This is an optimization exercise on Yosys and OpenROAD, whose aim is small area and a short achievable clock period, not a production implementation.
RTL that was checked went through simulation tests only; none was proved equivalent to the original.

==> module machine_controller, before the edit <==
module machine_controller (input clk,
                           input reset,
                           input key_ok,
                           input [4:0] letter,
                           output reg [4:0] befor,
                           output reg [4:0] after,
                           output reg save_history,
                           output reg [4:0] shift0,
                           output reg [4:0] shift1,
                           output reg [4:0] shift2,
                           output reg [2:0] type0,
                           output reg [2:0] type1,
                           output reg [2:0] type2,
                           input increase_shift_or_type,
                           input increase0,
                           input increase1,
                           input increase2);
    reg [1:0] save_next_counter;
    reg [4:0] x;                  
    wire [4:0] next_x, result;
    rotor rotor(.slot(save_next_counter), .letter(letter), .x(x),
                .shift0(shift0), .shift1(shift1), .shift2(shift2),
                .type0(type0), .type1(type1), .type2(type2),
                .next_x(next_x), .result(result));
    function [4:0] inc26(input [4:0] s);
        inc26 = (s[4] & s[3] & s[0]) ? 5'd0 :
                {s[4] ^ &s[3:0], s[3] ^ &s[2:0], s[2] ^ &s[1:0], s[1] ^ s[0], ~s[0]};
    endfunction
    function [2:0] inc5(input [2:0] t);
        inc5 = t[2] ? 3'd0 : {t[1] & t[0], t[1] ^ t[0], ~t[0]};
    endfunction
    always @(posedge clk)
        x <= next_x;
    always @(posedge clk) begin
        if (reset) begin
            befor             <= 0;
            after             <= 0;
            shift0            <= 0;
            shift1            <= 0;
            shift2            <= 0;
            type0             <= 0;
            type1             <= 0;
            type2             <= 0;
            save_history      <= 0;
            save_next_counter <= 0;
        end
        else if (save_next_counter == 2'b11) begin
            after             <= result;
            save_next_counter <= 0;
            save_history      <= 1;
            if (shift0 == 25 && shift1 == 25)
                shift2 <= inc26(shift2);
            if (shift0 == 25)
                shift1 <= inc26(shift1);
            shift0 <= inc26(shift0);
        end
        else if (save_next_counter != 2'b00) begin
            save_next_counter <= {save_next_counter[1] ^ save_next_counter[0], ~save_next_counter[0]};
        end
        else begin
            save_history <= 0;
            if (key_ok) begin
                befor             <= letter;
                save_next_counter <= 2'b01;
            end
            else if (increase_shift_or_type == 0) begin
                if (increase0) shift0 <= inc26(shift0);
                if (increase1) shift1 <= inc26(shift1);
                if (increase2) shift2 <= inc26(shift2);
            end
            else begin
                if (increase0) type0 <= inc5(type0);
                if (increase1) type1 <= inc5(type1);
                if (increase2) type2 <= inc5(type2);
            end
        end
    end
endmodule
clock: 48.0 ns
lec_check: 0
cap_margin: 20
core_margin: 2
core_utilization: 40
slew_margin: 20
standard.sh (not shown) runs the stock make flow with config.mk's settings and CLKGATE_MAP_FILE= SYNTH_SCRIPT=/design/flow/synth_recipe.tcl, a recipe that flattens the netlist after the stock synthesis.
==> flow/flow/run.sh <==
#!/bin/bash
# Layout flow: the standard ORFS flow (standard.sh) with
#  - a stronger, area-oriented ABC script in synthesis (flow/abc_area.script,
#    without ABC's own buffering and sizing, left to the placer's repair;
#    used through a copy of the ORFS scripts folder; nothing else changes),
#  - plain buffers (buf_1) as the port buffers,
#  - CTS with clkbuf_16 in clusters of up to 30 flip-flops and no dummy loads,
#  - repair_timing asked for a larger setup margin, so that it also speeds up
#    the combinational history read path (history_raddr -> history_dout).
# Each tool's output goes to the ORFS logs under orfs/logs; make's to flow_run.log.
set -euo pipefail
W=$PWD
rm -rf "$W/scripts_own"
cp -r "$FLOW_HOME/scripts" "$W/scripts_own"
cp "$W/flow/abc_area.script" "$W/scripts_own/abc_area.script"
export BUFFER_PORTS_ARGS="-buffer_cell sky130_fd_sc_hd__buf_1"
export CTS_ARGS="-sink_clustering_enable -repair_clock_nets -buf_list sky130_fd_sc_hd__clkbuf_16 -dont_use_dummy_load -sink_clustering_size 30 -sink_clustering_max_diameter 80"
export SETUP_SLACK_MARGIN=26.1
bash standard.sh SCRIPTS_DIR="$W/scripts_own" ABC_AREA=1 finish > "$W/flow_run.log" 2>&1
==> flow/flow/abc_area.script <==
strash
&get -n
&deepsyn -T 120
&put
dch
amap -F 3
topo
Next try:
--- a/flow/design.v
+++ b/flow/design.v
@@ -42,6 +42,8 @@
     endfunction
     always @(posedge clk)
         x <= next_x;
+    always @(posedge clk)
+        save_history <= !reset && (save_next_counter == 2'b11);
     always @(posedge clk) begin
         if (reset) begin
             befor             <= 0;
@@ -52,13 +54,11 @@
             type0             <= 0;
             type1             <= 0;
             type2             <= 0;
-            save_history      <= 0;
             save_next_counter <= 0;
         end
         else if (save_next_counter == 2'b11) begin
             after             <= result;
             save_next_counter <= 0;
-            save_history      <= 1;
             if (shift0 == 25 && shift1 == 25)
                 shift2 <= inc26(shift2);
             if (shift0 == 25)
@@ -69,7 +69,6 @@
             save_next_counter <= {save_next_counter[1] ^ save_next_counter[0], ~save_next_counter[0]};
         end
         else begin
-            save_history <= 0;
             if (key_ok) begin
                 befor             <= letter;
                 save_next_counter <= 2'b01;
Clock-buffer cell count does not change.
Non-clock buffer count rose by 21.
Flip-flop and latch count stays the same.
Clock skew rose by 13 ps.
Setup slack improves by 100 ps.
Wire length fell by 3.6%.
Via count fell by 1.6%.

========
system again, from the RTL that the note above started with.
export LEC_CHECK = 0
export CAP_MARGIN = 20
export CORE_MARGIN = 2
export CORE_UTILIZATION = 40
export SLEW_MARGIN = 20
create_clock -name core_clock -period 48.0 [get_ports {clk}]
==> flow/flow/run.sh <==
#!/bin/bash
# Layout flow: the standard ORFS flow (standard.sh) with
#  - a stronger, area-oriented ABC script in synthesis (flow/abc_area.script,
#    without ABC's own buffering and sizing, left to the placer's repair,
#    and with no adder-cell mapping (ADDER_MAP_FILE empty), so that all the
#    arithmetic goes through ABC with the rest of the logic;
#    used through a copy of the ORFS scripts folder; nothing else changes),
#  - plain buffers (buf_1) as the port buffers,
#  - CTS with clkbuf_16 in clusters of up to 30 flip-flops and no dummy loads,
#  - repair_timing asked for a larger setup margin, so that it also speeds up
#    the combinational history read path (history_raddr -> history_dout).
# Each tool's output goes to the ORFS logs under orfs/logs; make's to flow_run.log.
set -euo pipefail
W=$PWD
rm -rf "$W/scripts_own"
cp -r "$FLOW_HOME/scripts" "$W/scripts_own"
cp "$W/flow/abc_area.script" "$W/scripts_own/abc_area.script"
export BUFFER_PORTS_ARGS="-buffer_cell sky130_fd_sc_hd__buf_1"
export CTS_ARGS="-sink_clustering_enable -repair_clock_nets -buf_list sky130_fd_sc_hd__clkbuf_16 -dont_use_dummy_load -sink_clustering_size 30 -sink_clustering_max_diameter 80"
export SETUP_SLACK_MARGIN=25.8
bash standard.sh SCRIPTS_DIR="$W/scripts_own" ABC_AREA=1 ADDER_MAP_FILE= finish > "$W/flow_run.log" 2>&1
Scripts as last shown in full above: flow/flow/abc_area.script
Edit:
--- a/flow/design.v
+++ b/flow/design.v
@@ -40,38 +40,37 @@
     function [2:0] inc5(input [2:0] t);
         inc5 = t[2] ? 3'd0 : {t[1] & t[0], t[1] ^ t[0], ~t[0]};
     endfunction
     always @(posedge clk)
         x <= next_x;
+    always @(posedge clk)
+        save_history <= !reset && (save_next_counter == 2'b11);
     always @(posedge clk) begin
         if (reset) begin
             befor             <= 0;
             after             <= 0;
             shift0            <= 0;
             shift1            <= 0;
             shift2            <= 0;
             type0             <= 0;
             type1             <= 0;
             type2             <= 0;
-            save_history      <= 0;
             save_next_counter <= 0;
         end
         else if (save_next_counter == 2'b11) begin
             after             <= result;
             save_next_counter <= 0;
-            save_history      <= 1;
             if (shift0 == 25 && shift1 == 25)
                 shift2 <= inc26(shift2);
             if (shift0 == 25)
                 shift1 <= inc26(shift1);
             shift0 <= inc26(shift0);
         end
         else if (save_next_counter != 2'b00) begin
             save_next_counter <= {save_next_counter[1] ^ save_next_counter[0], ~save_next_counter[0]};
         end
         else begin
-            save_history <= 0;
             if (key_ok) begin
                 befor             <= letter;
                 save_next_counter <= 2'b01;
             end
             else if (increase_shift_or_type == 0) begin
Non-clock buffer count decreases by 10; final cell count decreases by 0.43%; synthesized area decreases by about 0.7%; clock-buffer cell count increases by 1; final area decreases by about 1.8%; wire length increases by 3.1%; via count increases by about 0.7%; utilization decreases by 0.72 points; worst hold slack loses 0.019 ns; clock skew decreases by 0.0080 ns.

========
Setup of gamma:
system, a different RTL version from the one above (not shown whole).
Size in the first run: roughly 210 flip-flops, roughly 64 I/O pins.
==> module machine_controller, before the edit <==
module machine_controller (input clk,
                           input reset,
                           input key_ok,
                           input [4:0] letter,
                           input [4:0] key5,
                           output reg [4:0] befor,
                           output reg [4:0] after,
                           output reg save_history,
                           output reg [4:0] shift0,
                           output reg [4:0] shift1,
                           output reg [4:0] shift2,
                           output reg [2:0] type0,
                           output reg [2:0] type1,
                           output reg [2:0] type2,
                           input increase_shift_or_type,
                           input increase0,
                           input increase1,
                           input increase2);
    reg [1:0] save_next_counter;
    reg [4:0] x;                  
    wire [4:0] next_x, result;
    rotor rotor(.slot(save_next_counter), .key5(key5), .x(x),
                .shift0(shift0), .shift1(shift1), .shift2(shift2),
                .type0(type0), .type1(type1), .type2(type2),
                .next_x(next_x), .result(result));
    function [4:0] inc26(input [4:0] s);
        inc26 = (s[4] & s[3] & s[0]) ? 5'd0 :
                {s[4] ^ &s[3:0], s[3] ^ &s[2:0], s[2] ^ &s[1:0], s[1] ^ s[0], ~s[0]};
    endfunction
    function [2:0] inc5(input [2:0] t);
        inc5 = t[2] ? 3'd0 : {t[1] & t[0], t[1] ^ t[0], ~t[0]};
    endfunction
    always @(posedge clk)
        x <= next_x;
    always @(posedge clk)
        save_history <= !reset && (save_next_counter == 2'b11);
    always @(posedge clk) begin
        if (reset) begin
            befor             <= 0;
            after             <= 0;
            shift0            <= 0;
            shift1            <= 0;
            shift2            <= 0;
            type0             <= 0;
            type1             <= 0;
            type2             <= 0;
            save_next_counter <= 0;
        end
        else if (save_next_counter == 2'b11) begin
            after             <= result;
            save_next_counter <= 0;
            if (shift0 == 25 && shift1 == 25)
                shift2 <= inc26(shift2);
            if (shift0 == 25)
                shift1 <= inc26(shift1);
            shift0 <= inc26(shift0);
        end
        else if (save_next_counter != 2'b00) begin
            save_next_counter <= {save_next_counter[1] ^ save_next_counter[0], ~save_next_counter[0]};
        end
        else begin
            if (key_ok) begin
                befor             <= letter;
                save_next_counter <= 2'b01;
            end
            else if (increase_shift_or_type == 0) begin
                if (increase0) shift0 <= inc26(shift0);
                if (increase1) shift1 <= inc26(shift1);
                if (increase2) shift2 <= inc26(shift2);
            end
            else begin
                if (increase0) type0 <= inc5(type0);
                if (increase1) type1 <= inc5(type1);
                if (increase2) type2 <= inc5(type2);
            end
        end
    end
endmodule
==> module rotor, before the edit <==
module rotor (input [1:0] slot,
              input [4:0] key5,              
              input [4:0] x,
              input [4:0] shift0, input [4:0] shift1, input [4:0] shift2,
              input [2:0] type0, input [2:0] type1, input [2:0] type2,
              output [4:0] next_x,
              output [4:0] result);
    function [4:0] add26(input [4:0] a, input [4:0] b);
        reg [5:0] s;
        reg [4:0] m;
        reg c;
        integer i;
        begin
            c = 1'b0;
            for (i = 0; i < 5; i = i + 1) begin
                s[i] = a[i] ^ b[i] ^ c;
                c = (a[i] & b[i]) | (c & (a[i] ^ b[i]));
            end
            s[5] = c;
            c = 1'b0;
            for (i = 0; i < 5; i = i + 1) begin
                m[i] = s[i] ^ (6'b100110 >> i) & 1'b1 ^ c;
                c = (s[i] & ((6'b100110 >> i) & 1'b1)) | (c & (s[i] ^ ((6'b100110 >> i) & 1'b1)));
            end
            add26 = (s[5] | (s[4] & s[3] & (s[2] | s[1]))) ? m : s[4:0];
        end
    endfunction
    function [4:0] dec26(input [4:0] v);
        dec26 = (v == 5'd0) ? 5'd25 :
                {v[4] ^ ~|v[3:0], v[3] ^ ~|v[2:0], v[2] ^ ~|v[1:0], v[1] ^ ~v[0], ~v[0]};
    endfunction
    function [4:0] neg26(input [4:0] v);
        reg [4:0] r;
        reg c;
        integer i;
        begin
            c = 1'b0;
            for (i = 0; i < 5; i = i + 1) begin
                r[i] = ~v[i] ^ ((5'd27 >> i) & 1'b1) ^ c;
                c = (~v[i] & ((5'd27 >> i) & 1'b1)) | (c & (~v[i] ^ ((5'd27 >> i) & 1'b1)));
            end
            neg26 = r;
        end
    endfunction
    wire p0 = (slot == 2'd0);
    wire p3 = (slot == 2'd3);
    wire [4:0] a1 = p0 ? key5 : x;
    reg  [4:0] d1;
    reg  [2:0] t1;
    always @(*)
        case (slot)
            2'd0: begin d1 = dec26(shift0);   t1 = type0; end
            2'd1: begin d1 = shift1;          t1 = type1; end
            2'd2: begin d1 = shift2;          t1 = type2; end
            2'd3: begin d1 = neg26(shift2);  t1 = type1; end
        endcase
    wire [4:0] o1;
    rotor_u1 u1(.dir(p3), .rtype(t1), .idx(add26(a1, d1)), .dout(o1));
    wire [4:0] o2;
    rotor_u2 u2(.dir(1'b0), .rtype(p3 ? type0 : type2), .idx(add26(o1, p3 ? shift1 : 5'd0)), .dout(o2));
    assign next_x = slot[1] ? o2 : o1;
    assign result = add26(o2, neg26(shift0));
endmodule
==> module system, before the edit <==
module system(input clk,
              input reset,
              input key_ready,
              input make,
              input ext,
              input [7:0] key_input,
              output [4:0] befor,
              output [4:0] after,
              output [4:0] shift0,
              output [4:0] shift1,
              output [4:0] shift2,
              output [2:0] type0,
              output [2:0] type1,
              output [2:0] type2,
              input increase_shift_or_type,
              input increase0,
              input increase1,
              input increase2,
              input [4:0] history_raddr,
              output [7:0] history_dout);
    wire key_ok;
    wire [4:0] letter;
    wire save_history;
    wire [4:0] history_din;
    wire [4:0] history_waddr;
    wire history_we;
    keyboard_filter keyboard_filter(
        .key_ready(key_ready),
        .make(make),
        .ext(ext),
        .key_input(key_input),
        .key_ok(key_ok),
        .letter(letter)
    );
    machine_controller machine_controller(
        .clk(clk),
        .reset(reset),
        .key_ok(key_ok),
        .letter(letter),
        .key5(key_input[4:0]),
        .befor(befor),
        .after(after),
        .save_history(save_history),
        .shift0(shift0),
        .shift1(shift1),
        .shift2(shift2),
        .type0(type0),
        .type1(type1),
        .type2(type2),
        .increase_shift_or_type(increase_shift_or_type),
        .increase0(increase0),
        .increase1(increase1),
        .increase2(increase2)
    );
    history_keeper history_keeper(
        .clk(clk),
        .reset(reset),
        .save_history(save_history),
        .befor(befor),
        .after(after),
        .dout(history_din),
        .waddr(history_waddr),
        .we(history_we)
    );
    history_ram history_ram(
        .clk(clk),
        .raddr(history_raddr),
        .dout(history_dout),
        .waddr(history_waddr),
        .we(history_we),
        .din(history_din)
    );
endmodule
export LEC_CHECK = 0
export CAP_MARGIN = 20
export CORE_MARGIN = 2
export CORE_UTILIZATION = 40
export SLEW_MARGIN = 20
create_clock -name core_clock -period 48.0 [get_ports {clk}]
Scripts as last shown in full above: flow/flow/run.sh, flow/flow/abc_area.script
diff inputs: gamma => epsilon
--- a/flow/design.v
+++ b/flow/design.v
@@ -14,5 +14,4 @@
                            input key_ok,
                            input [4:0] letter,
-                           input [4:0] key5,
                            output reg [4:0] befor,
                            output reg [4:0] after,
@@ -31,5 +30,5 @@
     reg [4:0] x;                  
     wire [4:0] next_x, result;
-    rotor rotor(.slot(save_next_counter), .key5(key5), .x(x),
+    rotor rotor(.slot(save_next_counter), .letter(letter), .x(x),
                 .shift0(shift0), .shift1(shift1), .shift2(shift2),
                 .type0(type0), .type1(type1), .type2(type2),
@@ -44,6 +43,4 @@
     always @(posedge clk)
         x <= next_x;
-    always @(posedge clk)
-        save_history <= !reset && (save_next_counter == 2'b11);
     always @(posedge clk) begin
         if (reset) begin
@@ -56,4 +53,5 @@
             type1             <= 0;
             type2             <= 0;
+            save_history      <= 0;
             save_next_counter <= 0;
         end
@@ -61,4 +59,5 @@
             after             <= result;
             save_next_counter <= 0;
+            save_history      <= 1;
             if (shift0 == 25 && shift1 == 25)
                 shift2 <= inc26(shift2);
@@ -71,4 +70,5 @@
         end
         else begin
+            save_history <= 0;
             if (key_ok) begin
                 befor             <= letter;
@@ -583,5 +583,5 @@
 endmodule
 module rotor (input [1:0] slot,
-              input [4:0] key5,              
+              input [4:0] letter,
               input [4:0] x,
               input [4:0] shift0, input [4:0] shift1, input [4:0] shift2,
@@ -609,8 +609,4 @@
         end
     endfunction
-    function [4:0] dec26(input [4:0] v);
-        dec26 = (v == 5'd0) ? 5'd25 :
-                {v[4] ^ ~|v[3:0], v[3] ^ ~|v[2:0], v[2] ^ ~|v[1:0], v[1] ^ ~v[0], ~v[0]};
-    endfunction
     function [4:0] neg26(input [4:0] v);
         reg [4:0] r;
@@ -628,10 +624,10 @@
     wire p0 = (slot == 2'd0);
     wire p3 = (slot == 2'd3);
-    wire [4:0] a1 = p0 ? key5 : x;
+    wire [4:0] a1 = p0 ? letter : x;
     reg  [4:0] d1;
     reg  [2:0] t1;
     always @(*)
         case (slot)
-            2'd0: begin d1 = dec26(shift0);   t1 = type0; end
+            2'd0: begin d1 = shift0;          t1 = type0; end
             2'd1: begin d1 = shift1;          t1 = type1; end
             2'd2: begin d1 = shift2;          t1 = type2; end
@@ -771,5 +767,4 @@
         .key_ok(key_ok),
         .letter(letter),
-        .key5(key_input[4:0]),
         .befor(befor),
         .after(after),
==> summary.txt <==
epsilon reached the end of the flow, and the finished layout is clean on the timing, design-rule and antenna checks.
The final reports for epsilon and gamma show area overhead of the layout relative to synthesis lower in the former.
Diff gamma..epsilon | number of vias after detailed routing | negligible
Average footprint of a synthesized cell: gamma and epsilon compared, higher one is gamma
a222oi_1 as the cell type of the slowest stage on the worst timing path was reported by epsilon, and or4_1 by gamma.
Run comparison: gamma timing startpoint of the critical path history_raddr[4]; epsilon timing startpoint of the critical path history_raddr[0]
Taking gamma as the reference, in epsilon synthesized area went down 0.87%, number of nets in the synthesized netlist went up 0.72%, synthesized netlist cell count went up about 0.7%, fmax went down 0.74%.
The RTL of gamma was laid out without a check of its function.

what the ideal ports hide:
Ports are ideal in the flow. The routed layouts listed here were re-timed in OpenROAD.
Step 1 (the two cells are an assumption about what drives the block):
set clk [get_ports {clk}]
set_driving_cell -lib_cell sky130_fd_sc_hd__clkbuf_16 $clk
set_driving_cell -lib_cell sky130_fd_sc_hd__buf_2 [delete_from_list [all_inputs] $clk]
Step 2 also shifts input and output timing later by t, the mid clock arrival at the registers, as if the neighbouring blocks saw the same clock.
Three values: ideal ports, drivers, drivers and shift; two values: the first two.
run | t, ns | setup WS [ns] | worst setup path at the end
the first run of note 1 | 0.504 | 26.194 / 26.162 / 26.107 | input to register
the second run of note 1 | 0.504 | 26.295 / 26.275 / 25.953 | input to register
the first run of note 2 | 0.498 | 26.040 / 26.014 / 26.014 | input to output
the second run of note 2 | 0.504 | 26.023 / 25.999 / 25.999 | input to output
gamma | 0.512 | 26.068 / 26.043 / 26.043 | input to output
epsilon | 0.512 | 25.905 / 25.878 / 25.878 | input to output
After both steps setup and hold are still met in every run listed. For the second run of note 1, which loses most, drivers alone change the setup slack by -0.020 ns; drivers and shift together by -0.342 ns.
